Source: an optimization exercise on an open RTL-to-GDS flow (aim: small area). Production flows keep margins and buffers that such runs may drop.
Function was checked by simulation only, so behaviour that the tests miss may differ from the original.

==> design/flow/design.v <==
module decryption_regfile (
    input             clk,
    input             rst_n,
    input      [7:0]  addr,
    input             read,
    input             write,
    input      [15:0] wdata,
    output reg [15:0] rdata,
    output reg        done,
    output reg        error,
    output reg [1:0]  select,
    output reg [15:0] caesar_key,
    output reg [15:0] scytale_key,
    output reg [15:0] zigzag_key
);
    wire a_sel = (addr == 8'h00);
    wire a_cae = (addr == 8'h10);
    wire a_scy = (addr == 8'h12);
    wire a_zig = (addr == 8'h14);
    wire a_ok  = a_sel | a_cae | a_scy | a_zig;
    reg acc;    
    reg err;    
    always @(posedge clk or negedge rst_n) begin
        if (!rst_n) begin
            select      <= 2'b00;
            caesar_key  <= 16'h0000;
            scytale_key <= 16'hFFFF;
            zigzag_key  <= 16'h0002;
            rdata       <= 16'h0000;
            done        <= 1'b0;
            error       <= 1'b0;
            acc         <= 1'b0;
            err         <= 1'b0;
        end else begin
            done  <= acc | err;
            if (!acc) error <= err;
            acc <= a_ok & (read | write);
            err <= ~a_ok;
            if (write) begin
                if (a_sel) select      <= wdata[1:0];
                if (a_cae) caesar_key  <= wdata;
                if (a_scy) scytale_key <= wdata;
                if (a_zig) zigzag_key  <= wdata;
            end else if (read & a_ok) begin
                rdata <= ({16{a_sel}} & {14'b0, select})
                       | ({16{a_cae}} & caesar_key)
                       | ({16{a_scy}} & scytale_key)
                       | ({16{a_zig}} & zigzag_key);
            end
        end
    end
endmodule
module decryption_top #(
    parameter addr_witdth = 8,
    parameter reg_width   = 16,
    parameter MST_DWIDTH  = 32,
    parameter SYS_DWIDTH  = 8
)(
    input                       clk_sys,
    input                       rst_n,
    input  [MST_DWIDTH-1:0]     data_i,
    input                       valid_i,
    output reg                  busy,
    output reg [SYS_DWIDTH-1:0] data_o,
    output                      valid_o,
    input  [addr_witdth-1:0]    addr,
    input                       read,
    input                       write,
    input  [reg_width-1:0]      wdata,
    output [reg_width-1:0]      rdata,
    output                      done,
    output                      error
);
    wire [1:0]  select;
    wire [15:0] caesar_key, scytale_key, zigzag_key;
    decryption_regfile r (
        .clk(clk_sys), .rst_n(rst_n), .addr(addr), .read(read), .write(write),
        .wdata(wdata), .rdata(rdata), .done(done), .error(error), .select(select),
        .caesar_key(caesar_key), .scytale_key(scytale_key), .zigzag_key(zigzag_key));
    assign valid_o = |data_o;
    wire sel_c = (select == 2'd0);
    wire sel_s = (select == 2'd1);
    wire sel_z = (select == 2'd2);
    reg [31:0] mem [0:11];
    reg [7:0]  mem48;
    reg        act;         
    reg        rx;          
    reg [6:0]  n;           
    reg [6:0]  k;           
    reg [5:0]  ra;          
    wire       k_neg = k[6] & k[5];
    wire [5:0] t     = k[5:0];
    wire [6:0] nw   = act ? n : 7'd0;
    wire       wr   = valid_i & (nw[1:0] == 2'b00);
    wire [3:0] q    = nw[5:2];
    wire [3:0] slot = (q[3] & q[2]) ? {2'b00, q[1:0]} : q;
    wire       wr_w = wr & (~(q[3] & q[2]) | sel_c);
    always @(posedge clk_sys) begin
        if (wr_w) mem[slot] <= data_i;
        if (wr & (q == 4'd12)) mem48 <= data_i[31:24];
    end
    wire       z3   = zigzag_key[0];
    wire [5:0] L1   = n[5:0] - 6'd1;                  
    wire [5:0] h2   = n[6:1];                         
    wire [5:0] a3   = {2'b00, n[5:2]} + {5'b0, n[1]};  
    wire [5:0] ab3  = L1 - {2'b00, n[5:2]};           
    wire [5:0] zoff = (t[0] | ~z3) ? {1'b0, t[5:1]} : {2'b00, t[5:2]};
    wire [5:0] zbas = t[0] ? (z3 ? a3 : h2) : ((z3 & t[1]) ? ab3 : 6'd0);
    wire [5:0] zidx = zbas + zoff;
    wire [5:0] N    = scytale_key[13:8];
    wire [6:0] s1   = {1'b0, ra} + {1'b0, N};
    wire [6:0] s2   = s1 + 7'd2 - n;                  
    wire       wrap = ~s2[6] & (s2 != 7'd0);
    wire [5:0] cidx = (t[5] & t[4]) ? {2'b00, t[3:0]} : t;
    wire [5:0] ridx = sel_c ? cidx : (sel_s ? ra : zidx);
    reg [7:0] rbyte;
    always @(*) begin
        if (ridx[5:2] < 4'd12) rbyte = mem[ridx[5:2]][31 - 8*ridx[1:0] -: 8];
        else                   rbyte = mem48;
    end
    always @(posedge clk_sys or negedge rst_n) begin
        if (!rst_n) begin
            act    <= 1'b0;
            rx     <= 1'b0;
            busy   <= 1'b0;
            data_o <= 8'h00;
        end else if (!act) begin
            if (valid_i) begin
                act <= 1'b1;
                rx  <= 1'b1;
            end
        end else begin
            if (rx & ~valid_i) rx <= 1'b0;
            if (sel_c) begin
                if (!k_neg) begin
                    if (k == n & ~rx) begin
                        data_o <= 8'h00;
                        act    <= 1'b0;
                    end else begin
                        data_o <= rbyte - caesar_key[7:0];
                    end
                end
            end else if (!rx) begin
                if (k == 7'd126) busy <= 1'b1;
                if (!k_neg) begin
                    if (busy) begin
                        data_o <= rbyte;
                        if (t == n[5:0] - 6'd2) busy <= 1'b0;
                    end else begin
                        data_o <= 8'h00;
                        act    <= 1'b0;
                    end
                end
            end
        end
    end
    always @(posedge clk_sys) begin
        if (!act) begin
            n <= 7'd1;
            k <= 7'd124;
        end else begin
            if (valid_i) n <= n + 7'd1;
            if (rx & ~valid_i & ~sel_c) k <= 7'd124;
            else k <= k + 7'd1;
        end
        if (k_neg) ra <= 6'd0;
        else if (busy) ra <= wrap ? s2[5:0] : s1[5:0];
    end
endmodule
==> design/flow/run.sh <==
#!/bin/bash
# synth_recipe.tcl (not shown) runs the flow's synth.tcl, then flattens the netlist and writes it again
# the make line also repeats each setting of config.mk as NAME=value (left out here)
make -C /OpenROAD-flow-scripts/flow DESIGN_CONFIG=/design/flow/config.mk WORK_HOME=/design/flow/orfs CLKGATE_MAP_FILE= SYNTH_SCRIPT=/design/flow/synth_recipe.tcl finish
==> design/flow/config.mk <==
export PLATFORM = sky130hd
export DESIGN_NAME = decryption_top
export DESIGN_NICKNAME = decryption_top
export VERILOG_FILES = /design/flow/design.v
export SDC_FILE = /design/flow/constraint.sdc
export NUM_CORES = 4
export LEC_CHECK = 0
export CAP_MARGIN = 20
export CORE_MARGIN = 2
export CORE_UTILIZATION = 40
export SLEW_MARGIN = 20
==> design/flow/constraint.sdc <==
create_clock -name core_clock -period 10.0 [get_ports {clk_sys}]
set_input_delay 2.0000 -clock core_clock [delete_from_list [all_inputs] [get_ports {clk_sys}]]
set_output_delay 2.0000 -clock core_clock [all_outputs]
set_load 0.01 [all_outputs]
==> reports/qor.yml, run 1 <==
status: "no timing/DRC/antenna violations"
syn_nets: 1580
synthAdderAreaFrac: 0.0305
grt_antenna_before_repair: 2
cts-root-buf: "clkbuf_16"
vias_per_cell: 5.51
cts.htree.levels: 2
ant_nets: 0
routed_wirelength_mm: 51.6
worst-path-buf-inv: 2
firstDrtPassIters: 5
synth_top_family_by_area: "multiplexers"
dr.first_iter.drc_count: 1095
slowest_stage: "buf_4"
drive_gt1_frac: 0.176
max_slew_margin: 0.353
cts_buffers: 51
rsz0062_at_grt: "no"
grt_max_degree: 82
cts_sinks: 493
cp_max_fo: 50
drc: 0
synth_simple_gate_area_frac: 0.0769
async_reset_ff_frac: 0.164
rows: 85
synth-seq-cells: 493
routedWlPerCell_um: 22.5
cp_top_family: "compound AO/OA/AOI/OAI gates"
synthXorXnorAreaFrac: 0.0165
hold_path.class: "register to register"
arrival_ns: 8.10
layout_commonest_cell: "edfxtp_1"
final_cell_mix: "edfxtp_1, nand2_1, clkdlybuf4s50_1"
tns_ns: 0
slew_violations: 0
cp-end-kind: "register"
yosys_warnings: 2
worstSetupPathType: "register to register"
core_um2: 53700
cts_tree: "yes"
finalCriticalPeriod_ns: 7.58
fin_util: 0.466
grt_pass1_wl_mm: 79.4
clkTransAtPathRegs_ns: 0.06
cts_hold_buffers: 0
grt_pass1_vias: 12859
io_buffers: 88
max_freq_mhz: 132
clock_latency_ns: 0.60
synth_edf_count: 392
synth_mux_area_frac: 0.129
worstPathRequired_ns: 10.52
die-area_um2: 56100
cp_slowest_stage_delay_ns: 0.67
start_kind: "register"
yosysSeqAreaShare: 0.655
postSynthCellCount: 1470
place_congestion: 0.812
setup_viol: 0
maxCapViolCount: 0
post-cts-setup-buffers: 0
start_util: 0.404
die_w_um: 237
avgSynthCellArea_um2: 14.8
ys.flop_type: "edfxtp_1"
synth_area_um2: 21700
num_vias: 12630
ios: 89
hpwl_mm: 30.1
die_height_um: 237
clock_skew_ns: 0.0160
grtUsageTotal: 0.186
fin_crit_sh: 0.758
grt-ovfl-total: 0
fin_nets: 1666
syn2layout_area_growth_pct: 15.3
synth_compound_area_frac: 0.0642
finalHoldViolations: 0
clk_path_buf_depth: 3
post_cts_resized: 0
synth.distinct_cells: 74
diodes: 0
worstMarginPinSlew_ns: 0.969
==> cell type report <==
type,instances,area [µm²]
multi-input cells,861,6980
clock buffers,68,1400
fillers,4665,28700
well taps,696,871
flip-flops and latches,493,14200
inverters,35,131
repair buffers,114,1090
clock inverters,26,313
==> per-layer routing <==
layer / share of wire / global-route usage
met3: 0.055 / 0.0319
met4: 0.029 / 0.0616
met2: 0.48 / 0.306
met1: 0.44 / 0.252
met5: 0.00043 / 0
==> registers in the layout (all words and copies together) (netlist names), 2 cells and up <==
| signal | count |
|---|---|
| data_o | 8 |
| k | 7 |
| mem | 384 |
| mem48 | 8 |
| n | 7 |
| r.caesar_key | 16 |
| r.rdata | 16 |
| r.scytale_key | 16 |
| r.select | 2 |
| r.zigzag_key | 16 |
| ra | 6 |
==> logic make-up after synthesis <==
| family | Yosys count |
|---|---|
| XOR/XNOR | 40 |
| AND/OR/NAND/NOR | 373 |
| adder cells (fa/ha/maj) | 50 |
| flip-flops | 493 |
| multiplexers | 185 |
| AO/OA/AOI/OAI | 213 |
| buffers and inverters | 116 |
==> stage by stage <==
| stage | setup WS [ns] | std cells | hold slack (ns) | cell area, µm² |
|---|---|---|---|---|
| 4_1_cts | 2.41 | 2293 | 0.460 | 25000 |
| 5_1_grt | 1.85 | 2293 | 0.481 | 25000 |
| 2_1_floorplan | 3.84 | 1470 | 0.435 | 21700 |
| 3_3_place_gp | 2.55 | 2199 | 0.443 | 23300 |
| 3_5_place_dp | 2.45 | 2199 | 0.446 | 23300 |
| 6_report | 2.42 | 2293 | 0.458 | 25000 |
==> path summary, 6_finish.rpt <==
kind / from / endpoint / slack, ns / cells after the start
max: n[3] / data_o[7] / 2.42 / 27
min: r.err / r.done / 0.46 / 1
max reg2reg: n[3] / data_o[7] / 2.42 / 27
min reg2reg: r.err / r.done / 0.46 / 1
max in group asynchronous: rst_n / r.zigzag_key[15] / 8.05 / 1
min in group asynchronous: rst_n / r.caesar_key[9] / 1.43 / 1
==> Yosys cell counts (20+ instances only) <==
cell type | number | area share
mux4_2 | 65 | 0.067
mux2_2 | 65 | 0.034
clkbuf_1 | 39 | 0.0067
nor2_1 | 71 | 0.012
ha_1 | 44 | 0.025
edfxtp_1 | 392 | 0.54
nand3_1 | 56 | 0.013
a21oi_1 | 74 | 0.017
o21ai_0 | 29 | 0.0067
mux2i_1 | 49 | 0.023
nand2_1 | 178 | 0.031
inv_1 | 34 | 0.0059
dfxtp_1 | 20 | 0.018
dfrtp_1 | 64 | 0.074
xnor2_1 | 22 | 0.0089
==> inputs of run 2 (changes only) <==
--- a/design/flow/design.v
+++ b/design/flow/design.v
@@ -82,25 +82,26 @@
     wire sel_s = (select == 2'd1);
     wire sel_z = (select == 2'd2);
-    reg [31:0] mem [0:11];
-    reg [7:0]  mem48;
+    reg [7:0]  st [0:48];
     reg        act;         
     reg        rx;          
-    reg [6:0]  n;           
-    reg [6:0]  k;           
+    reg [5:0]  n;           
+    reg [5:0]  k;           
     reg [5:0]  ra;          
-    wire       k_neg = k[6] & k[5];
-    wire [5:0] t     = k[5:0];
-    wire [6:0] nw   = act ? n : 7'd0;
-    wire       wr   = valid_i & (nw[1:0] == 2'b00);
-    wire [3:0] q    = nw[5:2];
-    wire [3:0] slot = (q[3] & q[2]) ? {2'b00, q[1:0]} : q;
-    wire       wr_w = wr & (~(q[3] & q[2]) | sel_c);
+    reg [5:0]  z;           
+    wire       k_neg = k[5] & k[4] & k[3] & k[2];
+    wire [5:0] t     = k;
+    wire       wr   = valid_i & (~act | (n[1:0] == 2'b00));
+    wire       wr_l = wr & (~act | ~(n[5] & n[4]) | sel_c);
+    integer s;
     always @(posedge clk_sys) begin
-        if (wr_w) mem[slot] <= data_i;
-        if (wr & (q == 4'd12)) mem48 <= data_i[31:24];
+        for (s = 4; s < 49; s = s + 1) st[s] <= st[s-1];
+        st[3] <= wr   ? data_i[31:24] : st[2];
+        st[2] <= wr_l ? data_i[23:16] : st[1];
+        st[1] <= wr_l ? data_i[15:8]  : st[0];
+        st[0] <= wr_l ? data_i[7:0]   : st[48];
     end
     wire       z3   = zigzag_key[0];
-    wire [5:0] L1   = n[5:0] - 6'd1;                  
-    wire [5:0] h2   = n[6:1];                         
+    wire [5:0] L1   = n - 6'd1;                       
+    wire [5:0] h2   = {1'b0, n[5:1]};                 
     wire [5:0] a3   = {2'b00, n[5:2]} + {5'b0, n[1]};  
     wire [5:0] ab3  = L1 - {2'b00, n[5:2]};           
@@ -110,13 +111,11 @@
     wire [5:0] N    = scytale_key[13:8];
     wire [6:0] s1   = {1'b0, ra} + {1'b0, N};
-    wire [6:0] s2   = s1 + 7'd2 - n;                  
+    wire [6:0] s2   = s1 + 7'd2 - {1'b0, n};          
     wire       wrap = ~s2[6] & (s2 != 7'd0);
-    wire [5:0] cidx = (t[5] & t[4]) ? {2'b00, t[3:0]} : t;
-    wire [5:0] ridx = sel_c ? cidx : (sel_s ? ra : zidx);
-    reg [7:0] rbyte;
-    always @(*) begin
-        if (ridx[5:2] < 4'd12) rbyte = mem[ridx[5:2]][31 - 8*ridx[1:0] -: 8];
-        else                   rbyte = mem48;
-    end
+    wire [5:0] ridx = sel_s ? ra : zidx;
+    wire [6:0] sd   = {1'b0, z} - {1'b0, ridx};
+    wire [5:0] sdm  = sd[6] ? sd[5:0] + 6'd49 : sd[5:0];
+    wire [5:0] stg  = sel_c ? 6'd7 : sdm;
+    wire [7:0] rbyte = st[stg];
     always @(posedge clk_sys or negedge rst_n) begin
         if (!rst_n) begin
@@ -133,18 +132,16 @@
             if (rx & ~valid_i) rx <= 1'b0;
             if (sel_c) begin
-                if (!k_neg) begin
-                    if (k == n & ~rx) begin
-                        data_o <= 8'h00;
-                        act    <= 1'b0;
-                    end else begin
-                        data_o <= rbyte - caesar_key[7:0];
-                    end
+                if (~rx & ~k_neg) begin
+                    data_o <= 8'h00;
+                    act    <= 1'b0;
+                end else if (rx ^ k_neg) begin
+                    data_o <= rbyte - caesar_key[7:0];
                 end
             end else if (!rx) begin
-                if (k == 7'd126) busy <= 1'b1;
+                if (k == 6'd62) busy <= 1'b1;
                 if (!k_neg) begin
                     if (busy) begin
                         data_o <= rbyte;
-                        if (t == n[5:0] - 6'd2) busy <= 1'b0;
+                        if (t == n - 6'd2) busy <= 1'b0;
                     end else begin
                         data_o <= 8'h00;
@@ -157,10 +154,12 @@
     always @(posedge clk_sys) begin
         if (!act) begin
-            n <= 7'd1;
-            k <= 7'd124;
+            n <= 6'd1;
+            k <= 6'd60;
+            z <= 6'd3;
         end else begin
-            if (valid_i) n <= n + 7'd1;
-            if (rx & ~valid_i & ~sel_c) k <= 7'd124;
-            else k <= k + 7'd1;
+            if (valid_i) n <= n + 6'd1;
+            if (rx & ~valid_i) k <= 6'd60;
+            else k <= k + 6'd1;
+            z <= (z == 6'd48) ? 6'd0 : z + 6'd1;
         end
         if (k_neg) ra <= 6'd0;
--- a/design/flow/config.mk
+++ b/design/flow/config.mk
@@ -6,6 +6,7 @@
 export NUM_CORES = 4
 export LEC_CHECK = 0
-export CAP_MARGIN = 20
+export CAP_MARGIN = 0
 export CORE_MARGIN = 2
-export CORE_UTILIZATION = 40
-export SLEW_MARGIN = 20
+export CORE_UTILIZATION = 70
+export PLACE_DENSITY = 0.8
+export SLEW_MARGIN = 0
==> reports/qor.yml, run 2 <==
status: "no timing/DRC/antenna violations"
start_util: 0.708
synth_top_area_cell: "dfxtp_1"
yosys_warnings: 3
grt_max_degree: 82
synthAdderAreaFrac: 0.0415
synth_simple_gate_area_frac: 0.0954
synth.most_common_cell: "dfxtp_1"
ys_top_cells_by_count: "dfxtp_1, mux2_2, nand2_1, a22oi_1, nor2_1"
slew_violations: 0
syn2layout_area_growth_pct: 16.3
synth_edf_count: 0
critPathMostFrequentCell: "ha_1"
dr.first_iter.drc_count: 1827
cp_slowest_stage_delay_ns: 0.82
cp-end-kind: "register"
cts_tree: "yes"
clk_path_buf_depth: 3
r2r_setup_slack_ns: 0.69
fin_nets: 1819
grtUsageTotal: 0.389
vias_per_cell: 6.79
multi_input_comb_area_um2: 7500
firstDrtPassIters: 8
worstPathRequired_ns: 10.43
synth-seq-cells: 497
finalHoldViolations: 0
max_freq_mhz: 107
io_buffers: 88
cts-root-buf: "clkbuf_16"
start_kind: "register"
cts.htree.levels: 2
cp_top_family: "compound AO/OA/AOI/OAI gates"
cts_buffers: 47
yosysSeqAreaShare: 0.568
avgSynthCellArea_um2: 11.4
maxCapViolCount: 0
tns_ns: 0
async_reset_ff_frac: 0.163
place_congestion: 0.963
synthTopCellsByArea: "dfxtp_1, dfrtp_1, mux2_2"
synth_area_um2: 18300
die_height_um: 166
synthXorXnorAreaFrac: 0.0287
core_um2: 25800
drive_gt1_frac: 0.161
grt_pass1_vias: 14518
grt_antenna_before_repair: 4
postSynthCellCount: 1604
ios: 89
layout_commonest_cell: "dfxtp_1"
cp_max_fo: 14
worst-path-buf-inv: 3
max_slew_margin: 0.226
hpwl_mm: 35.1
clock_latency_ns: 0.56
die_w_um: 166
synth_top_family_by_area: "compound AO/OA/AOI/OAI gates"
die-area_um2: 27400
synth_top_cell_area_share: 0.456
cts_hold_buffers: 0
fin_util: 0.823
worstMarginPinSlew_ns: 1.15
finalCriticalPeriod_ns: 9.31
placed_cell_area_um2: 19600
routedWlPerCell_um: 26.1
synth.distinct_cells: 97
synth_compound_area_frac: 0.163
largest_register: "st"
post-cts-setup-buffers: 0
grt_pass1_wl_mm: 83.4
seqCellArea_um2: 10400
final_cell_area_um2: 21300
cts_sinks: 497
setup_viol: 0
ant_nets: 0
clock_skew_ns: 0.0158
worstSetupPathType: "register to register"
drc: 0
syn_nets: 1722
ys.flop_type: "dfxtp_1"
slowest_stage: "nor4_1"
post_cts_resized: 0
fin_crit_sh: 0.931
grt-ovfl-total: 0
final_cell_mix: "dfxtp_1, mux2_2, nand2_1"
routed_wirelength_mm: 54.0
fillers: 1503
synth_mux_area_frac: 0.0761
largest_register_ffs: 392
arrival_ns: 9.74
rsz0062_at_grt: "no"
rows: 59
num_vias: 14043
hold_path.class: "register to register"
clkTransAtPathRegs_ns: 0.06
## run 2: path summary, 6_finish.rpt
path,start,cells after the start,endpoint
max in group asynchronous,rst_n,1,r.done
worst min register to register,st[44][7],0,st[45][7]
worst max register to register,n[1],30,data_o[7]
min in group asynchronous,rst_n,1,busy
worst max-delay path,n[1],30,data_o[7]
worst min-delay path,st[44][7],0,st[45][7]
## run 2: layout make-up
type                       count  share of cell area
antenna                        1            0.000118
clock buffer                  67              0.0657
clock inverter                13              0.0108
inverter                      50             0.00883
multi-input combinational    980               0.353
sequential                   497               0.488
tap                          335              0.0197
timing repair buffer         125              0.0544
## run 2: layer usage
| layer | vias up | part of all wire | track usage |
|---|---|---|---|
| li1 | 6106 | - | - |
| met4 | 6 | 0.056 | 0.198 |
| met5 | - | 0.00065 | 0 |
| met1 | 6806 | 0.38 | 0.480 |
| met3 | 247 | 0.11 | 0.103 |
| met2 | 878 | 0.46 | 0.633 |
## run 2: logic make-up (layout without fill, tap and decap cells)
family,Yosys count,after routing
buffers and inverters,127,255
AOI/OAI and AO/OA,400,400
xor gates and xnor gates,50,50
DFF,497,497
adders and majority gates,57,57
muxes,126,126
other,0,1
and+or+nand+nor,347,347
## run 2: through the flow
stage	setup WS [ns]	instances	hold slack, ns
after floorplan	2.60	1604	0.323
after global placement	1.18	1987	0.326
after detailed placement	0.939	1987	0.330
after CTS	0.962	2067	0.343
after global routing	0.310	2067	0.350
final	0.689	2068	0.343
==> inputs of run 3 (changes only) <==
--- a/design/flow/config.mk
+++ b/design/flow/config.mk
@@ -6,7 +6,6 @@
 export NUM_CORES = 4
 export LEC_CHECK = 0
-export CAP_MARGIN = 0
+export CAP_MARGIN = 20
 export CORE_MARGIN = 2
-export CORE_UTILIZATION = 70
-export PLACE_DENSITY = 0.8
-export SLEW_MARGIN = 0
+export CORE_UTILIZATION = 40
+export SLEW_MARGIN = 20
==> reports/qor.yml, run 3 <==
core_um2: 45300
pre_cts_ws_ns: 1.11
crit_end: "data_o[7]"
synth_edf_count: 0
hold_path.class: "register to register"
synth.most_common_cell: "dfxtp_1"
syn2layout_area_growth_pct: 18.7
worstHoldStart: "st[29][7]"
setup_viol: 0
grt_max_degree: 82
slowest_stage: "nand4b_1"
postSynthCellCount: 1604
worst-path-buf-inv: 4
ant_nets: 0
drive_gt1_frac: 0.168
path_depth: 38
synth_top_cell_area_share: 0.456
fin_util: 0.479
final_cell_mix: "dfxtp_1, mux2_2, nand2_1"
num_vias: 13426
cp_top_family: "compound AO/OA/AOI/OAI gates"
cts_buffers: 48
largest_register: "st"
place_congestion: 0.919
clkTransAtPathRegs_ns: 0.06
cts_hold_buffers: 0
setup_slack_ns: 0.809
layout_commonest_cell: "dfxtp_1"
cts-root-buf: "clkbuf_16"
grtUsageTotal: 0.231
largest_register_ffs: 392
synth.distinct_cells: 97
diodes: 0
clock_latency_ns: 0.59
async_reset_ff_frac: 0.163
finalCriticalPeriod_ns: 9.19
worstPathRequired_ns: 10.45
fin_crit_sh: 0.919
tns_ns: 0
start_util: 0.404
slew_violations: 0
arrival_ns: 9.64
worstSetupPathType: "register to register"
cp_slowest_stage_delay_ns: 0.70
worstMarginPinSlew_ns: 0.976
start_kind: "register"
grt_pass1_wl_mm: 83.2
startpoint: "n[2]"
firstDrtPassIters: 7
cts.htree.levels: 2
dr.first_iter.drc_count: 1232
post_cts_resized: 0
r2r_cells: 38
ys_top_cells_by_count: "dfxtp_1, mux2_2, nand2_1, a22oi_1, nor2_1"
status: "no timing/DRC/antenna violations"
io_buffers: 88
clk_path_buf_depth: 3
reg2reg_to: "data_o[7]"
cp_max_fo: 12
max_freq_mhz: 109
avgSynthCellArea_um2: 11.4
synth_area_um2: 18300
rows: 78
max_slew_margin: 0.346
fin_nets: 1829
rsz0062_at_grt: "no"
cts_sinks: 497
r2r_start: "n[2]"
cts_tree: "yes"
synth-seq-cells: 497
die_w_um: 218
routedWlPerCell_um: 23.4
maxCapViolCount: 0
clock_skew_ns: 0.0223
die-area_um2: 47400
synth_top_area_cell: "dfxtp_1"
ys.flop_type: "dfxtp_1"
ios: 89
grt_pass1_vias: 13457
grt_antenna_before_repair: 1
holdWs_ns: 0.337
post-cts-setup-buffers: 0
hpwl_mm: 37.6
drc: 0
yosysSeqAreaShare: 0.568
syn_nets: 1722
r2r_setup_slack_ns: 0.81
vias_per_cell: 5.72
cp-end-kind: "register"
routed_wirelength_mm: 55.0
yosys_warnings: 3
finalHoldViolations: 0
grt-ovfl-total: 0
die_height_um: 218
synthTopCellsByArea: "dfxtp_1, dfrtp_1, mux2_2"
run 3: layer usage:
layer | share of wire | global-route usage
met2 | 0.46 | 0.376
met1 | 0.43 | 0.307
met4 | 0.036 | 0.0875
met3 | 0.071 | 0.0384
met5 | 0 | 0
run 3: worst min path at each step:
stage / end / slack [ns] / cells after the start
final: st[30][7] / 0.34 / 0
after global routing: st[30][1] / 0.34 / 0
after CTS: st[30][7] / 0.34 / 0
after detailed placement: st[15][6] / 0.33 / 0
after global placement: st[15][6] / 0.33 / 0
after floorplan: st[15][6] / 0.32 / 0
run 3: layout make-up:
class | count | area (µm²)
flip-flops and latches | 497 | 10400
repair buffers | 134 | 1230
inverters | 50 | 188
fillers | 4153 | 23600
clock buffers | 70 | 1400
clock inverters | 16 | 259
multi-input cells | 980 | 7500
well taps | 600 | 751
run 3: cells by family (layout without fill, tap and decap cells):
logic type	count (synthesis)	in the layout	share of synthesized area
AOI/OAI and AO/OA	400	400	0.163
xor gates and xnor gates	50	50	0.0287
adders and majority gates	57	57	0.0415
buffers and inverters	127	270	0.0277
DFF	497	497	0.568
muxes	126	126	0.0761
and+or+nand+nor	347	347	0.0954
run 3: stage by stage:
stage	area (µm²)	std cells
final	21700	2347
after detailed placement	20000	2261
after floorplan	18300	1604
after global placement	20000	2261
after global routing	21700	2347
after CTS	21700	2347
==> inputs of run 4 (changes only) <==
==> design/flow/flow/run.sh (new file) <==
#!/bin/bash
# Layout flow: the standard ORFS flow, with two changes.
#  - Synthesis is the standard synthesis (same script, same registers), but the
#    combinational logic is mapped by ABC with an area-oriented script
#    (flow/area.abc) instead of ORFS's speed script.
#  - Port buffers use buf_1 and CTS uses small clock buffers without dummy loads.
# Each tool's output goes to the ORFS logs under orfs/logs; make's own output
# goes to flow_make.log here.
set -euo pipefail
W=$(pwd)

# synthesis core: ORFS synth.tcl with the ABC script swapped
sed -e "s#^\(\s*\)log_cmd abc {\*}\$abc_args#\1set abc_args [lreplace \$abc_args 1 1 $W/flow/area.abc]\n\1log_cmd abc {*}\$abc_args#" \
    "$FLOW_HOME/scripts/synth.tcl" > "$W/flow_synth_core.tcl"
grep -q "flow/area.abc" "$W/flow_synth_core.tcl"
sed -e "s#^source \$::env(SCRIPTS_DIR)/synth.tcl#source $W/flow_synth_core.tcl#" \
    "$W/synth_recipe.tcl" > "$W/flow_synth.tcl"
grep -q "flow_synth_core.tcl" "$W/flow_synth.tcl"

# standard.sh with the synthesis script replaced
sed -e "s#SYNTH_SCRIPT=[^ ]*#SYNTH_SCRIPT=$W/flow_synth.tcl#" "$W/standard.sh" > "$W/flow_standard.sh"
grep -q "flow_synth.tcl" "$W/flow_standard.sh"

export BUFFER_PORTS_ARGS="-buffer_cell sky130_fd_sc_hd__buf_1"
export SYNTH_OPERATIONS_ARGS="-nofsm"
export ADDER_MAP_FILE=""
export CTS_ARGS="-sink_clustering_enable -repair_clock_nets -dont_use_dummy_load -buf_list {sky130_fd_sc_hd__clkbuf_4 sky130_fd_sc_hd__clkbuf_8}"

bash "$W/flow_standard.sh" "${@:-finish}" > "$W/flow_make.log" 2>&1
==> design/flow/flow/area.abc (new file) <==
strash
&get -n
&st
&dch -f
&nf -R 1000
&put
==> design/flow/standard.sh (new file) <==
#!/bin/bash
# synth_recipe.tcl (not shown) runs the flow's synth.tcl, then flattens the netlist and writes it again
# the make line also repeats each setting of config.mk as NAME=value (left out here)
make -C /OpenROAD-flow-scripts/flow DESIGN_CONFIG=/design/flow/config.mk WORK_HOME=/design/flow/orfs CLKGATE_MAP_FILE= SYNTH_SCRIPT=/design/flow/synth_recipe.tcl "${@:-finish}"
removed: design/flow/run.sh
==> reports/qor.yml, run 4 <==
status: "no timing/DRC/antenna violations"
grt_pass1_wl_mm: 63.2
yosysSeqAreaShare: 0.643
max_slew_margin: 0.293
place_congestion: 0.888
arrival_ns: 9.30
ios: 89
yosys_warnings: 3
drive_gt1_frac: 0.0748
cts-root-buf: "clkbuf_8"
postSynthCellCount: 1332
grt_pass1_vias: 11276
async_reset_ff_frac: 0.163
fin_crit_sh: 0.883
grt_max_degree: 82
grtUsageTotal: 0.195
clock_latency_ns: 0.62
synth.most_common_cell: "dfxtp_1"
top_usage_layer: "met2"
die-area_um2: 41900
ant_nets: 0
largest_register: "st"
rows: 73
syn2layout_area_growth_pct: 13.7
clock_skew_ns: 0.0650
cp-end-kind: "register"
start_kind: "register"
cts_hold_buffers: 0
synth-seq-cells: 497
firstDrtPassIters: 8
synth.distinct_cells: 44
largest_register_ffs: 392
hold_end: "st[27][7]"
finalCriticalPeriod_ns: 8.83
grt_antenna_before_repair: 6
vias_per_cell: 5.49
ys.flop_type: "dfxtp_1"
finalHoldViolations: 0
r2r_setup_slack_ns: 1.17
hold_path.class: "register to register"
tns_ns: 0
post_cts_resized: 0
layout_commonest_cell: "dfxtp_1"
instances_no_fill: 2039
rsz0062_at_grt: "no"
fillers: 3759
synthTopCellsByArea: "dfxtp_1, dfrtp_1, mux2_1"
slowest_stage: "o41ai_1"
slew_violations: 0
clkTransAtPathRegs_ns: 0.06
cp_slowest_stage_delay_ns: 0.71
met3_usage: 0.0515
core_um2: 39700
synth_area_um2: 16100
r2r_cells: 34
ys_top_cells_by_count: "dfxtp_1, nor2_1, nand2_1, mux2_1, a222oi_1"
hpwl_mm: 28.3
r2r_start: "n[1]"
max_freq_mhz: 113
grt-ovfl-total: 0
die_w_um: 205
dp.cells: 1955
use_met1: 0.260
final_cell_mix: "dfxtp_1, nor2_1, nand2_1"
worstMarginPinSlew_ns: 1.06
use_met2: 0.290
synth_edf_count: 0
worst_hold_path.num_cells: 0
io_buffers: 88
cts.htree.levels: 3
routed_wirelength_mm: 40.1
dr.first_iter.drc_count: 1023
maxCapViolCount: 0
setup_viol: 0
post-cts-setup-buffers: 0
syn_nets: 1393
synth_top_area_cell: "dfxtp_1"
drc: 0
die_height_um: 205
cts_buffers: 80
worstHoldStart: "st[26][7]"
worstSetupPathType: "register to register"
cp_max_fo: 16
worstPathRequired_ns: 10.47
reg2reg_to: "data_o[7]"
cts_tree: "yes"
start_util: 0.406
fin_nets: 1573
routedWlPerCell_um: 19.7
clk_path_buf_depth: 3
synth_top_cell_area_share: 0.516
avgSynthCellArea_um2: 12.1
num_vias: 11188
cts_sinks: 497
critPathMostFrequentCell: "xnor2_1"
==> run 4: layout make-up <==
class                   instances  area [µm²]  share of cell area
flip-flops and latches        497       10400               0.566
inverters                      10        37.5             0.00205
clock buffers                  80        1100              0.0601
multi-input cells             825        5740               0.313
diodes                          4        10.0            0.000546
well taps                     525         657              0.0358
repair buffers                 98         413              0.0225
==> run 4: per-layer routing <==
metal / vias to the layer above / share of wire
met2: 366 / 0.44
met4: 2 / 0.042
li1: 5329 / -
met5: - / 0.00032
met3: 100 / 0.068
met1: 5391 / 0.45
==> run 4: logic make-up (layout without fill, tap and decap cells) <==
| family | Yosys count | count (layout) | synth area share |
|---|---|---|---|
| multiplexers | 99 | 99 | 0.0679 |
| other | 0 | 4 | 0 |
| buffers and inverters | 10 | 188 | 0.00233 |
| flip-flops | 497 | 497 | 0.643 |
| adder cells (fa/ha/maj) | 11 | 11 | 0.00683 |
| XOR/XNOR | 85 | 85 | 0.0462 |
| AND/OR/NAND/NOR | 354 | 354 | 0.102 |
| AO/OA/AOI/OAI | 276 | 276 | 0.131 |
==> run 4: how the worst max path moves through the flow <==
stage          startpoint   endpoint  slack (ns)  cells after the start
2_1_floorplan        n[1]  data_o[7]        2.29                     35
3_3_place_gp         n[1]  data_o[7]        1.47                     34
6_report             n[1]  data_o[7]        1.17                     34
4_1_cts              n[1]  data_o[7]        1.27                     34
5_1_grt              n[1]  data_o[7]        0.24                     34
3_5_place_dp         n[1]  data_o[7]        1.27                     34
==> run 4: worst max-delay path: cells and delay by family (launching register included) <==
| kind | cells | cell delay (ns) |
|---|---|---|
| adder cells (fa/ha/maj) | 3 | 1.29 |
| XOR/XNOR | 7 | 1.23 |
| flip-flops | 1 | 0.65 |
| AND/OR/NAND/NOR | 13 | 2.84 |
| AO/OA/AOI/OAI | 11 | 2.73 |
==> run 4: per-stage QoR <==
stage	utilization	hold WS, ns	worst slack (ns)	area (µm²)
6_report	0.461	0.296	1.17	18300
5_1_grt	0.461	0.291	0.245	18300
4_1_cts	0.461	0.287	1.27	18300
3_5_place_dp	0.433	0.335	1.27	17200
3_3_place_gp	0.433	0.332	1.47	17200
2_1_floorplan	-	0.330	2.29	16100
==> inputs of run 5 (changes only) <==
--- a/design/flow/design.v
+++ b/design/flow/design.v
@@ -90,4 +90,5 @@
     reg [5:0]  z;           
     wire       k_neg = k[5] & k[4] & k[3] & k[2];
+    wire       n_ge5 = ~((n[5:3] == 3'b000) & (n[2:0] != 3'd0) & (n[2:0] <= 3'd4));
     wire [5:0] t     = k;
     wire       wr   = valid_i & (~act | (n[1:0] == 2'b00));
@@ -116,6 +117,6 @@
     wire [6:0] sd   = {1'b0, z} - {1'b0, ridx};
     wire [5:0] sdm  = sd[6] ? sd[5:0] + 6'd49 : sd[5:0];
-    wire [5:0] stg  = sel_c ? 6'd7 : sdm;
-    wire [7:0] rbyte = st[stg];
+    wire [7:0] rbyte = st[sdm];
+    wire [7:0] cbyte = st[7] - caesar_key[7:0];
     always @(posedge clk_sys or negedge rst_n) begin
         if (!rst_n) begin
@@ -135,6 +136,6 @@
                     data_o <= 8'h00;
                     act    <= 1'b0;
-                end else if (rx ^ k_neg) begin
-                    data_o <= rbyte - caesar_key[7:0];
+                end else if (rx ? n_ge5 : 1'b1) begin
+                    data_o <= cbyte;
                 end
             end else if (!rx) begin
@@ -159,5 +160,5 @@
         end else begin
             if (valid_i) n <= n + 6'd1;
-            if (rx & ~valid_i) k <= 6'd60;
+            if (rx) k <= 6'd60;
             else k <= k + 6'd1;
             z <= (z == 6'd48) ? 6'd0 : z + 6'd1;
--- a/design/flow/flow/run.sh
+++ b/design/flow/flow/run.sh
@@ -25,5 +25,5 @@
 export SYNTH_OPERATIONS_ARGS="-nofsm"
 export ADDER_MAP_FILE=""
-export CTS_ARGS="-sink_clustering_enable -repair_clock_nets -dont_use_dummy_load -buf_list {sky130_fd_sc_hd__clkbuf_4 sky130_fd_sc_hd__clkbuf_8}"
+export CTS_ARGS="-sink_clustering_enable -repair_clock_nets -dont_use_dummy_load -buf_list {sky130_fd_sc_hd__clkbuf_4} -sink_clustering_size 10 -sink_clustering_max_diameter 40"
 
 bash "$W/flow_standard.sh" "${@:-finish}" > "$W/flow_make.log" 2>&1
--- a/design/flow/config.mk
+++ b/design/flow/config.mk
@@ -8,4 +8,4 @@
 export CAP_MARGIN = 20
 export CORE_MARGIN = 2
-export CORE_UTILIZATION = 40
+export CORE_UTILIZATION = 50
 export SLEW_MARGIN = 20
==> reports/qor.yml, run 5 <==
status: "no timing/DRC/antenna violations"
firstDrtPassIters: 9
crit_end: "data_o[2]"
fillers: 2773
r2r_cells: 27
multi_input_comb_area_um2: 5620
r2r_setup_slack_ns: 2.60
holdWs_ns: 0.306
slew_violations: 0
arrival_ns: 8.04
yosysSeqAreaShare: 0.646
cts-root-buf: "clkbuf_4"
dr.first_iter.drc_count: 1209
instances_no_fill: 1886
ant_nets: 0
tns_ns: 0
dp.cells: 1819
clk_path_buf_depth: 3
postSynthCellCount: 1319
drive_gt1_frac: 0.0641
drc: 0
worstHoldStart: "st[38][2]"
hpwl_mm: 29.1
seqCellArea_um2: 10400
grt-ovfl-total: 0
layout_commonest_cell: "dfxtp_1"
routedWlPerCell_um: 22.3
ys_top_cells_by_count: "dfxtp_1, nor2_1, a222oi_1, mux2_1, nand2_1"
ios: 89
dr_wl_met3_mm: 3.25
core_um2: 31600
grt_antenna_before_repair: 2
fin_nets: 1546
met2_length_mm: 19.1
clock_latency_ns: 0.74
final_cell_mix: "dfxtp_1, nor2_1, a222oi_1"
io_buffers: 88
setup_viol: 0
max_freq_mhz: 135
avgSynthCellArea_um2: 12.2
grt_pass1_wl_mm: 64.7
synth.distinct_cells: 42
worstMarginPinSlew_ns: 1.15
post_cts_resized: 0
routed_wirelength_mm: 42.1
post-cts-setup-buffers: 0
place_congestion: 0.921
num_vias: 11269
placed_cell_area_um2: 17000
finalHoldViolations: 0
cp_slowest_stage_delay_ns: 0.92
vias_per_cell: 5.98
hold_path.class: "register to register"
grt_pass1_vias: 11146
synth.most_common_cell: "dfxtp_1"
rsz0062_at_grt: "no"
slowest_stage: "nor3_1"
synthTopCellsByArea: "dfxtp_1, dfrtp_1, a222oi_1"
clkTransAtPathRegs_ns: 0.11
cts_sinks: 497
wl_met1_mm: 18.1
maxCapViolCount: 0
start_kind: "register"
cp-end-kind: "register"
syn2layout_area_growth_pct: 8.81
start_util: 0.509
synth_edf_count: 0
max_slew_margin: 0.226
die-area_um2: 33600
yosys_warnings: 3
cts_tree: "yes"
worstSetupPathType: "register to register"
cp_max_fo: 16
synth-seq-cells: 497
startpoint: "n[0]"
async_reset_ff_frac: 0.163
largest_register: "st"
r2r_start: "n[0]"
synth_top_cell_area_share: 0.519
syn_nets: 1380
worstPathRequired_ns: 10.64
clock_skew_ns: 0.0786
reg2reg_to: "data_o[2]"
cts_buffers: 66
rows: 65
grt_max_degree: 62
synth_area_um2: 16100
final_cell_area_um2: 17500
finalCriticalPeriod_ns: 7.40
cts_hold_buffers: 0
synth_top_area_cell: "dfxtp_1"
ys.flop_type: "dfxtp_1"
routed.top_layer: "met5"
grtUsageTotal: 0.256
die_height_um: 183
die_w_um: 183
fin_crit_sh: 0.740
largest_register_ffs: 392
cts.htree.levels: 3
run 5: changes by cell type after synthesis, moves of 14 or more:
cell,delta
a221oi_1,-16
a222oi_1,+31
a22oi_1,-14
nand2_1,-14
a22o_1,-15
nand3_1,+37
run 5: cells by family (layout without fill, tap and decap cells):
kind of cell / Yosys count / in the layout / share of synthesized area
compound gates: 254 / 254 / 0.125
xor+xnor: 87 / 87 / 0.0483
fa+ha+maj: 12 / 12 / 0.00748
buf+inv: 16 / 180 / 0.00374
flops: 497 / 497 / 0.646
mux: 94 / 94 / 0.0649
other cells: 0 / 1 / 0
simple gates: 359 / 359 / 0.105
run 5: final cells by class:
cell class | instances | area share
antenna | 1 | 0.000143
timing repair buffer | 98 | 0.0234
sequential | 497 | 0.594
tap | 402 | 0.0288
inverter | 16 | 0.00344
clock buffer | 66 | 0.0284
multi-input combinational | 806 | 0.322
run 5: worst min path at each step:
stage	to	cells after the start
6_report	st[39][2]	0
5_1_grt	st[31][7]	0
4_1_cts	st[31][7]	0
3_5_place_dp	st[39][7]	0
3_3_place_gp	st[23][5]	0
2_1_floorplan	st[28][7]	0
run 5: per-layer routing:
layer,GRT usage,up-vias
met5,0,-
met4,0.109,2
met3,0.0679,100
met2,0.406,389
met1,0.331,5488
li1,-,5290
run 5: critical path: cells and delay by family, from the launching register on:
family	cells	cell delay (ns)
compound gates	6	0.94
fa+ha+maj	4	1.64
simple gates	15	3.76
xor+xnor	1	0.22
flops	1	0.55
buf+inv	1	0.22
run 5: stage by stage:
stage                     worst slack [ns]   util
after global routing                  1.96  0.554
after CTS                             2.66  0.554
after global placement                2.87  0.538
final                                 2.60  0.554
after detailed placement              2.63  0.538
after floorplan                       3.29      -
==> inputs of run 6 (changes only) <==
==> design/flow/flow/area.abc (replaced) <==
strash
ifraig
scorr
dc2
strash
&get -n
&st
&dch -f
&nf -R 1000
&put
==> reports/qor.yml, run 6 <==
status: "no timing/DRC/antenna violations"
holdWs_ns: 0.298
cts-root-buf: "clkbuf_4"
cts_buffers: 68
synth_edf_count: 0
finalHoldViolations: 0
synthTopCellsByArea: "dfxtp_1, dfrtp_1, a222oi_1"
grt_pass1_vias: 11756
post_cts_resized: 0
yosys_warnings: 3
dr.first_iter.drc_count: 1603
clk_path_buf_depth: 3
rows: 65
async_reset_ff_frac: 0.163
grt_antenna_before_repair: 2
place_congestion: 1.02
fin_crit_sh: 0.781
syn2layout_area_growth_pct: 10.3
cp_max_fo: 15
final_cell_mix: "dfxtp_1, a222oi_1, nand2_1"
slew_violations: 0
grt-ovfl-total: 0
tns_ns: 0
setup_slack_ns: 2.19
max_slew_margin: 0.274
cp_top_family: "simple AND/OR/NAND/NOR gates"
cp_slowest_stage_delay_ns: 0.84
rsz0062_at_grt: "no"
max_freq_mhz: 128
grt_pass1_wl_mm: 74.0
cp-end-kind: "register"
hpwl_mm: 34.7
avgSynthCellArea_um2: 12.3
pre_cts_ws_ns: 2.44
cts_sinks: 497
cts.htree.levels: 3
worstSetupPathType: "register to register"
drc: 0
syn_nets: 1354
fillers: 2692
fin_nets: 1549
core_um2: 31500
grt_max_degree: 55
clock_skew_ns: 0.0941
setup_viol: 0
ys_top_cells_by_count: "dfxtp_1, a222oi_1, nand2_1, nor2_1, mux2_1"
post-cts-setup-buffers: 0
arrival_ns: 8.48
placed_cell_area_um2: 17100
synth_top_cell_area_share: 0.523
layout_commonest_cell: "dfxtp_1"
io_buffers: 88
routedWlPerCell_um: 26.4
cts_tree: "yes"
synth_area_um2: 15900
ios: 89
firstDrtPassIters: 9
worstPathRequired_ns: 10.67
die_height_um: 182
vias_per_cell: 6.28
num_vias: 11857
start_util: 0.506
synth_top_area_cell: "dfxtp_1"
routed_wirelength_mm: 49.8
clkTransAtPathRegs_ns: 0.11
cts_hold_buffers: 0
clock_latency_ns: 0.76
start_kind: "register"
grtUsageTotal: 0.301
maxCapViolCount: 0
ys.flop_type: "dfxtp_1"
postSynthCellCount: 1293
synth.most_common_cell: "dfxtp_1"
synth.distinct_cells: 46
drive_gt1_frac: 0.0848
worstMarginPinSlew_ns: 1.08
yosysSeqAreaShare: 0.652
slowest_stage: "nor3_2"
ant_nets: 0
die-area_um2: 33300
finalCriticalPeriod_ns: 7.81
worst-path-buf-inv: 2
final_cell_area_um2: 17600
largest_register_ffs: 392
die_w_um: 182
synth-seq-cells: 497
largest_register: "st"
hold_path.class: "register to register"
==> run 6: cell count changes after synthesis, moves of 6 or more <==
cell,delta
nor2b_1,+7
nand2_1,+18
a222oi_1,-7
nand4_1,+13
o21ai_0,+25
a31oi_1,-7
xnor2_1,-12
o22a_1,+8
a2111oi_0,+9
or3_1,-6
nand3_1,-38
nor2_1,-27
a22o_1,+6
==> run 6: worst register-to-register path: cells and delay by family (launching register included) <==
family,cells,cell delay (ns)
buf+inv,2,0.52
simple gates,10,2.81
fa+ha+maj,4,1.63
flops,1,0.62
compound gates,7,1.60
xor+xnor,4,0.60
==> run 6: logic make-up (layout without fill, tap and decap cells) <==
family,Yosys count,after routing,share of synthesized area
AO/OA/AOI/OAI,289,289,0.141
adder cells (fa/ha/maj),13,13,0.00817
AND/OR/NAND/NOR,314,314,0.0916
flip-flops,497,497,0.652
other,0,1,0
multiplexers,88,88,0.0615
XOR/XNOR,79,79,0.0434
buffers and inverters,13,206,0.00306
==> run 6: final timing paths <==
path	cells after the start	slack [ns]	start	end
worst max-delay path	27	2.19	n[3]	data_o[2]
worst min-delay path	0	0.30	st[16][6]	st[17][6]
worst max register to register	27	2.19	n[3]	data_o[2]
worst min register to register	0	0.30	st[16][6]	st[17][6]
max in group asynchronous	2	7.65	rst_n	busy
min in group asynchronous	1	1.18	rst_n	data_o[4]
==> run 6: final cells by class <==
class / instances / area (µm²) / share of cell area
diodes: 1 / 2.50 / 0.000142
clock buffers: 68 / 510 / 0.0291
inverters: 13 / 48.8 / 0.00278
multi-input cells: 783 / 5510 / 0.314
flip-flops and latches: 497 / 10400 / 0.591
well taps: 402 / 503 / 0.0286
repair buffers: 125 / 612 / 0.0348
==> run 6: metrics by stage <==
step	cells	utilization
floorplan	1293	-
global placement	1820	0.542
detailed placement	1820	0.542
CTS	1888	0.558
global route	1889	0.558
finish	1889	0.558
==> run 6: per-layer routing <==
layer	up-vias	share of wire	global-route usage
met1	5788	0.41	0.397
met3	157	0.10	0.0832
met5	-	0	0
met4	0	0.044	0.131
li1	5286	-	-
met2	626	0.44	0.466
==> inputs of run 7 (changes only) <==
--- a/design/flow/design.v
+++ b/design/flow/design.v
@@ -87,5 +87,4 @@
     reg [5:0]  n;           
     reg [5:0]  k;           
-    reg [5:0]  ra;          
     reg [5:0]  z;           
     wire       k_neg = k[5] & k[4] & k[3] & k[2];
@@ -111,8 +110,8 @@
     wire [5:0] zidx = zbas + zoff;
     wire [5:0] N    = scytale_key[13:8];
-    wire [6:0] s1   = {1'b0, ra} + {1'b0, N};
+    wire [6:0] s1   = {1'b0, k} + {1'b0, N};
     wire [6:0] s2   = s1 + 7'd2 - {1'b0, n};          
     wire       wrap = ~s2[6] & (s2 != 7'd0);
-    wire [5:0] ridx = sel_s ? ra : zidx;
+    wire [5:0] ridx = sel_s ? k : zidx;
     wire [6:0] sd   = {1'b0, z} - {1'b0, ridx};
     wire [5:0] sdm  = sd[6] ? sd[5:0] + 6'd49 : sd[5:0];
@@ -161,9 +160,8 @@
             if (valid_i) n <= n + 6'd1;
             if (rx) k <= 6'd60;
+            else if (sel_s & ~k_neg) k <= wrap ? s2[5:0] : s1[5:0];
             else k <= k + 6'd1;
             z <= (z == 6'd48) ? 6'd0 : z + 6'd1;
         end
-        if (k_neg) ra <= 6'd0;
-        else if (busy) ra <= wrap ? s2[5:0] : s1[5:0];
     end
 endmodule
==> reports/qor.yml, run 7 <==
status: "no timing/DRC/antenna violations"
hold_end: "st[47][4]"
rows: 65
max_slew_margin: 0.197
routedWlPerCell_um: 26.4
worstPathRequired_ns: 10.53
cts.htree.levels: 3
max_freq_mhz: 130
io_buffers: 88
yosys_warnings: 3
syn_nets: 1385
clk_path_buf_depth: 3
worstSetupPathType: "register to register"
drive_gt1_frac: 0.0789
final_cell_mix: "dfxtp_1, nor2_1, nand2_1"
hold_path.class: "register to register"
ant_nets: 0
cts_buffers: 66
largest_register_ffs: 392
dr.first_iter.drc_count: 1499
clkTransAtPathRegs_ns: 0.10
synth_top_cell_area_share: 0.516
die_height_um: 182
grt_antenna_before_repair: 4
synth.distinct_cells: 50
cts_tree: "yes"
synthTopCellsByArea: "dfxtp_1, dfrtp_1, a222oi_1"
setup_slack_ns: 2.29
fillers: 2794
grtUsageTotal: 0.306
pre_cts_ws_ns: 2.29
path_cells: "clkinv_1, nand2_1, mux2i_1, or2_0, nand2_1, a21oi_1, nor2b_1, clkinv_1, maj3_1, maj3_1, maj3_1, maj3_1, maj3_1, nor2_1, xor2_1, or3_1, nor2_1, nor4_1, nand4_1, or3_1, nor2_1, o41ai_1, a31oi_1"
tns_ns: 0
fin_crit_sh: 0.771
cp_slowest_stage_delay_ns: 0.97
finalHoldViolations: 0
maxCapViolCount: 0
grt-ovfl-total: 0
rsz0062_at_grt: "no"
grt_pass1_wl_mm: 75.2
synth.most_common_cell: "dfxtp_1"
r2r_setup_slack_ns: 2.29
die_w_um: 182
worst-path-buf-inv: 2
async_reset_ff_frac: 0.165
cp_max_fo: 16
hpwl_mm: 35.6
ys_top_cells_by_count: "dfxtp_1, nor2_1, nand2_1, a222oi_1, mux2_1"
grt_pass1_vias: 11917
firstDrtPassIters: 8
routed_wirelength_mm: 50.6
arrival_ns: 8.24
layout_commonest_cell: "dfxtp_1"
finalCriticalPeriod_ns: 7.71
drc: 0
core_um2: 31400
largest_register: "st"
setup_viol: 0
syn2layout_area_growth_pct: 9.96
clock_latency_ns: 0.72
worstMarginPinSlew_ns: 1.20
place_congestion: 0.958
slowest_stage: "nor2_1"
clock_skew_ns: 0.0742
cts_sinks: 491
ys.flop_type: "dfxtp_1"
worst_hold_path.num_cells: 0
synth_area_um2: 15900
num_vias: 11809
yosysSeqAreaShare: 0.645
critPathMostFrequentCell: "maj3_1"
cts-root-buf: "clkbuf_4"
cts_hold_buffers: 0
reg2reg_to: "data_o[6]"
start_util: 0.506
start_kind: "register"
r2r_start: "k[0]"
vias_per_cell: 6.17
synth_top_area_cell: "dfxtp_1"
post-cts-setup-buffers: 0
avgSynthCellArea_um2: 12.0
grt_max_degree: 82
synth-seq-cells: 491
cp_top_family: "simple AND/OR/NAND/NOR gates"
cp-end-kind: "register"
post_cts_resized: 0
die-area_um2: 33200
synth_edf_count: 0
ios: 89
slew_violations: 0
fin_nets: 1572
worstHoldStart: "st[46][4]"
r2r_cells: 23
postSynthCellCount: 1324
-- run 7: cell types whose count changed in the layout (fill, tap and decap cells not counted), moves of 7 or more --
cell	before	now
clkinv_1	13	26
nor2_1	91	115
buf_4	37	30
o22a_1	8	1
a2111oi_0	11	2
o21ai_0	56	46
a21oi_1	37	44
-- run 7: kinds of logic after synthesis --
group           after synthesis  synth area share
flops                       491             0.645
simple gates                353             0.103
compound gates              285             0.138
xor+xnor                     76            0.0436
buf+inv                      26           0.00614
fa+ha+maj                    17            0.0107
mux                          76            0.0536
-- run 7: routing by layer --
metal	share of wire	global-route usage	vias to the layer above
met3	0.080	0.0669	134
met5	0	0	-
met2	0.46	0.483	578
met1	0.43	0.406	5748
met4	0.037	0.136	0
li1	-	-	5349
-- run 7: final cells by class --
| type | instances | area, µm² | share of cell area |
|---|---|---|---|
| sequential | 491 | 10300 | 0.587 |
| multi-input combinational | 807 | 5550 | 0.318 |
| timing repair buffer | 119 | 571 | 0.0326 |
| tap | 402 | 503 | 0.0288 |
| clock buffer | 66 | 495 | 0.0284 |
| inverter | 26 | 97.6 | 0.00558 |
| antenna | 2 | 5.00 | 0.000286 |
-- run 7: how the worst max path moves through the flow --
| stage | start | to | slack (ns) | cells past startpoint |
|---|---|---|---|---|
| after floorplan | k[0] | data_o[0] | 3.60 | 22 |
| after global placement | k[0] | data_o[7] | 2.45 | 24 |
| after detailed placement | k[0] | data_o[0] | 2.29 | 23 |
| after CTS | k[0] | data_o[6] | 2.32 | 23 |
| after global routing | k[0] | data_o[7] | 1.68 | 24 |
| final | k[0] | data_o[6] | 2.29 | 23 |
-- run 7: through the flow --
stage                     hold WS, ns   util  instance area, µm²  std cells
after floorplan                 0.327      -               15900       1324
after global placement          0.332  0.540               17000       1845
after detailed placement        0.336  0.541               17000       1845
after CTS                       0.313  0.556               17500       1911
after global routing            0.317  0.557               17500       1912
final                           0.314  0.557               17500       1913
==> inputs of run 8 (changes only) <==
--- a/design/flow/design.v
+++ b/design/flow/design.v
@@ -118,4 +118,6 @@
     wire [7:0] rbyte = st[sdm];
     wire [7:0] cbyte = st[7] - caesar_key[7:0];
+    wire cae_out = act & sel_c & (rx ? n_ge5 : k_neg);
+    wire sz_out  = act & ~sel_c & ~rx & ~k_neg & busy;
     always @(posedge clk_sys or negedge rst_n) begin
         if (!rst_n) begin
@@ -124,27 +126,23 @@
             busy   <= 1'b0;
             data_o <= 8'h00;
-        end else if (!act) begin
-            if (valid_i) begin
-                act <= 1'b1;
-                rx  <= 1'b1;
-            end
         end else begin
-            if (rx & ~valid_i) rx <= 1'b0;
-            if (sel_c) begin
-                if (~rx & ~k_neg) begin
-                    data_o <= 8'h00;
-                    act    <= 1'b0;
-                end else if (rx ? n_ge5 : 1'b1) begin
-                    data_o <= cbyte;
+            data_o <= cae_out ? cbyte : (sz_out ? rbyte : 8'h00);
+            if (!act) begin
+                if (valid_i) begin
+                    act <= 1'b1;
+                    rx  <= 1'b1;
                 end
-            end else if (!rx) begin
-                if (k == 6'd62) busy <= 1'b1;
-                if (!k_neg) begin
-                    if (busy) begin
-                        data_o <= rbyte;
-                        if (t == n - 6'd2) busy <= 1'b0;
-                    end else begin
-                        data_o <= 8'h00;
-                        act    <= 1'b0;
+            end else begin
+                if (rx & ~valid_i) rx <= 1'b0;
+                if (sel_c) begin
+                    if (~rx & ~k_neg) act <= 1'b0;
+                end else if (!rx) begin
+                    if (k == 6'd62) busy <= 1'b1;
+                    if (!k_neg) begin
+                        if (busy) begin
+                            if (t == n - 6'd2) busy <= 1'b0;
+                        end else begin
+                            act <= 1'b0;
+                        end
                     end
                 end
--- a/design/flow/flow/run.sh
+++ b/design/flow/flow/run.sh
@@ -25,5 +25,5 @@
 export SYNTH_OPERATIONS_ARGS="-nofsm"
 export ADDER_MAP_FILE=""
-export CTS_ARGS="-sink_clustering_enable -repair_clock_nets -dont_use_dummy_load -buf_list {sky130_fd_sc_hd__clkbuf_4} -sink_clustering_size 10 -sink_clustering_max_diameter 40"
+export CTS_ARGS="-sink_clustering_enable -repair_clock_nets -dont_use_dummy_load -buf_list {sky130_fd_sc_hd__clkbuf_4} -sink_clustering_size 8 -sink_clustering_max_diameter 40"
 
 bash "$W/flow_standard.sh" "${@:-finish}" > "$W/flow_make.log" 2>&1
--- a/design/flow/config.mk
+++ b/design/flow/config.mk
@@ -8,4 +8,5 @@
 export CAP_MARGIN = 20
 export CORE_MARGIN = 2
-export CORE_UTILIZATION = 50
+export CORE_UTILIZATION = 70
+export GPL_TIMING_DRIVEN = 0
 export SLEW_MARGIN = 20
==> reports/qor.yml, run 8 <==
fillers: 1500
fin_crit_sh: 0.802
maxCapViolCount: 0
max_freq_mhz: 125
cts.htree.levels: 3
clock_latency_ns: 0.72
setup_viol: 0
synth_area_um2: 15800
die_w_um: 154
cts_buffers: 72
cts_tree: "yes"
r2r_start: "r.zigzag_key[0]"
max_slew_margin: 0.110
yosys_warnings: 3
startpoint: "r.zigzag_key[0]"
synth.distinct_cells: 51
final_cell_area_um2: 17200
ys.flop_type: "dfxtp_1"
synth-seq-cells: 491
layout_commonest_cell: "dfxtp_1"
firstDrtPassIters: 26
grt_pass1_wl_mm: 67.7
rsz0062_at_grt: "no"
io_buffers: 88
routed_wirelength_mm: 44.8
grt_pass1_vias: 11963
async_reset_ff_frac: 0.165
status: "no timing/DRC/antenna violations"
die-area_um2: 23800
syn2layout_area_growth_pct: 9.13
grtUsageTotal: 0.379
ys_top_cells_by_count: "dfxtp_1, nor2_1, nand2_1, a222oi_1, mux2_1"
synth_top_area_cell: "dfxtp_1"
clock_skew_ns: 0.0794
post_cts_resized: 0
worstMarginPinSlew_ns: 1.33
ant_nets: 0
worstSetupPathType: "register to register"
drive_gt1_frac: 0.0912
avgSynthCellArea_um2: 12.2
cts_sinks: 491
synth.most_common_cell: "dfxtp_1"
clkTransAtPathRegs_ns: 0.09
slew_violations: 0
grt_max_degree: 30
cts-root-buf: "clkbuf_4"
final_cell_mix: "dfxtp_1, nand2_1, a222oi_1"
fin_util: 0.785
cp-end-kind: "register"
place_congestion: 0.914
synth_top_cell_area_share: 0.520
cp_max_fo: 16
cts_hold_buffers: 0
clk_path_buf_depth: 3
grt_antenna_before_repair: 1
vias_per_cell: 6.74
post-cts-setup-buffers: 0
postSynthCellCount: 1296
num_vias: 11790
grt-ovfl-total: 0
largest_register_ffs: 392
finalCriticalPeriod_ns: 8.02
placed_cell_area_um2: 16600
tns_ns: 0
largest_register: "st"
dr.first_iter.drc_count: 1622
start_util: 0.719
start_kind: "register"
hold_path.class: "register to register"
drc: 0
die_height_um: 154
worstPathRequired_ns: 10.52
core_um2: 22000
routedWlPerCell_um: 25.6
fin_nets: 1532
arrival_ns: 8.55
rows: 54
hpwl_mm: 29.4
yosysSeqAreaShare: 0.650
synth_edf_count: 0
synthTopCellsByArea: "dfxtp_1, dfrtp_1, a222oi_1"
worstHoldStart: "st[3][3]"
ios: 89
syn_nets: 1357
finalHoldViolations: 0
[run 8: cell count changes after synthesis, moves of 5 or more]
| cell | change |
|---|---|
| a22oi_1 | +10 |
| and2_0 | +6 |
| clkinv_1 | -13 |
| maj3_1 | -5 |
| mux2_1 | +8 |
| nand3_1 | -13 |
| nor2_1 | -15 |
| nor3_1 | +7 |
| o32ai_1 | +6 |
| xnor2_1 | +5 |
[run 8: cells by family (layout without fill, tap and decap cells)]
family                     count (synthesis)  in the layout  share of synthesized area
buffers and inverters                     13            186                    0.00309
xor gates and xnor gates                  75             75                     0.0416
other                                      0              1                          0
DFF                                      491            491                      0.650
muxes                                     85             85                     0.0603
AOI/OAI and AO/OA                        287            287                      0.139
adders and majority gates                 12             12                    0.00761
and+or+nand+nor                          333            333                     0.0985
[run 8: worst paths after layout]
path / endpoint / depth (start not counted) / slack, ns
worst max register to register: data_o[5] / 23 / 1.98
min in group asynchronous: r.rdata[15] / 1 / 1.36
worst min-delay path: st[4][3] / 0 / 0.29
worst min register to register: st[4][3] / 0 / 0.29
max in group asynchronous: r.scytale_key[4] / 2 / 7.98
worst max-delay path: data_o[5] / 23 / 1.98
[run 8: worst max-delay path, stage by stage (launching register included)]
cell and delay [ns]:
dfrtp_1 0.59, nor2b_1 0.45, mux2i_1 0.17, or2_0 0.29
maj3_1 0.40, maj3_1 0.41, maj3_1 0.41, xnor2_1 0.15
nand2_1 0.06, o21ai_0 0.13, xnor2_1 0.26, o21ai_0 0.19
maj3_1 0.46, a21oi_1 0.22, xor2_1 0.34, or2_0 0.89
nor2_1 0.60, a22o_1 0.38, a221oi_1 0.25, nand3_1 0.12
a221oi_1 0.24, nand4_1 0.15, a21oi_1 0.51, o32ai_1 0.19
[run 8: per-layer routing]
layer / track usage / part of all wire / vias up
met4: 0.206 / 0.056 / 0
met2: 0.601 / 0.45 / 781
met3: 0.114 / 0.12 / 224
met1: 0.468 / 0.37 / 5539
li1: - / - / 5246
met5: 0 / 0 / -
[run 8: stage by stage]
step / instances / hold slack (ns) / worst slack, ns
2_1_floorplan: 1296 / 0.326 / 3.85
3_3_place_gp: 1664 / 0.331 / 1.55
3_5_place_dp: 1674 / 0.336 / 2.21
4_1_cts: 1746 / 0.265 / 2.16
5_1_grt: 1750 / 0.273 / 1.58
6_report: 1750 / 0.291 / 1.98
[run 8: final cells by class]
class                           count  area [µm²]  area share
Sequential cell                   491       10300       0.595
Multi-Input combinational cell    792        5570       0.323
Timing Repair Buffer              101         465      0.0270
Antenna cell                        1        2.50    0.000145
Inverter                           13        48.8     0.00283
Tap cell                          280         350      0.0203
Clock buffer                       72         541      0.0314

[port drivers added, routing unchanged]
In the flow no input, the clock included, has a driving cell. The finished layouts below were timed again as built, in two steps.
Step 1, drivers: a clkbuf_16 drives clk_sys and a buf_2 each remaining input, both assumed.
Step 2 also shifts input and output timing later by t, the mid clock arrival at the registers, as if the neighbouring blocks saw the same clock.
Three values: no drivers, after step 1, after step 2; two values: the first two.
run | shift t [ns] | slack for setup (ns) | worst setup path after step 2
run 1 | 0.650 | 2.425 / 2.425 / 2.425 | register to register
run 2 | 0.605 | 0.689 / 0.689 / 0.689 | register to register
run 3 | 0.637 | 0.809 / 0.809 / 0.809 | register to register
run 4 | 0.643 | 1.172 / 1.172 / 1.172 | register to register
run 5 | 0.755 | 2.599 / 2.599 / 2.599 | register to register
run 6 | 0.768 | 2.194 / 2.194 / 2.194 | register to register
run 7 | 0.731 | 2.289 / 2.289 / 2.289 | register to register
run 8 | 0.730 | 1.975 / 1.975 / 1.975 | register to register
After both steps every run listed still meets setup and hold.
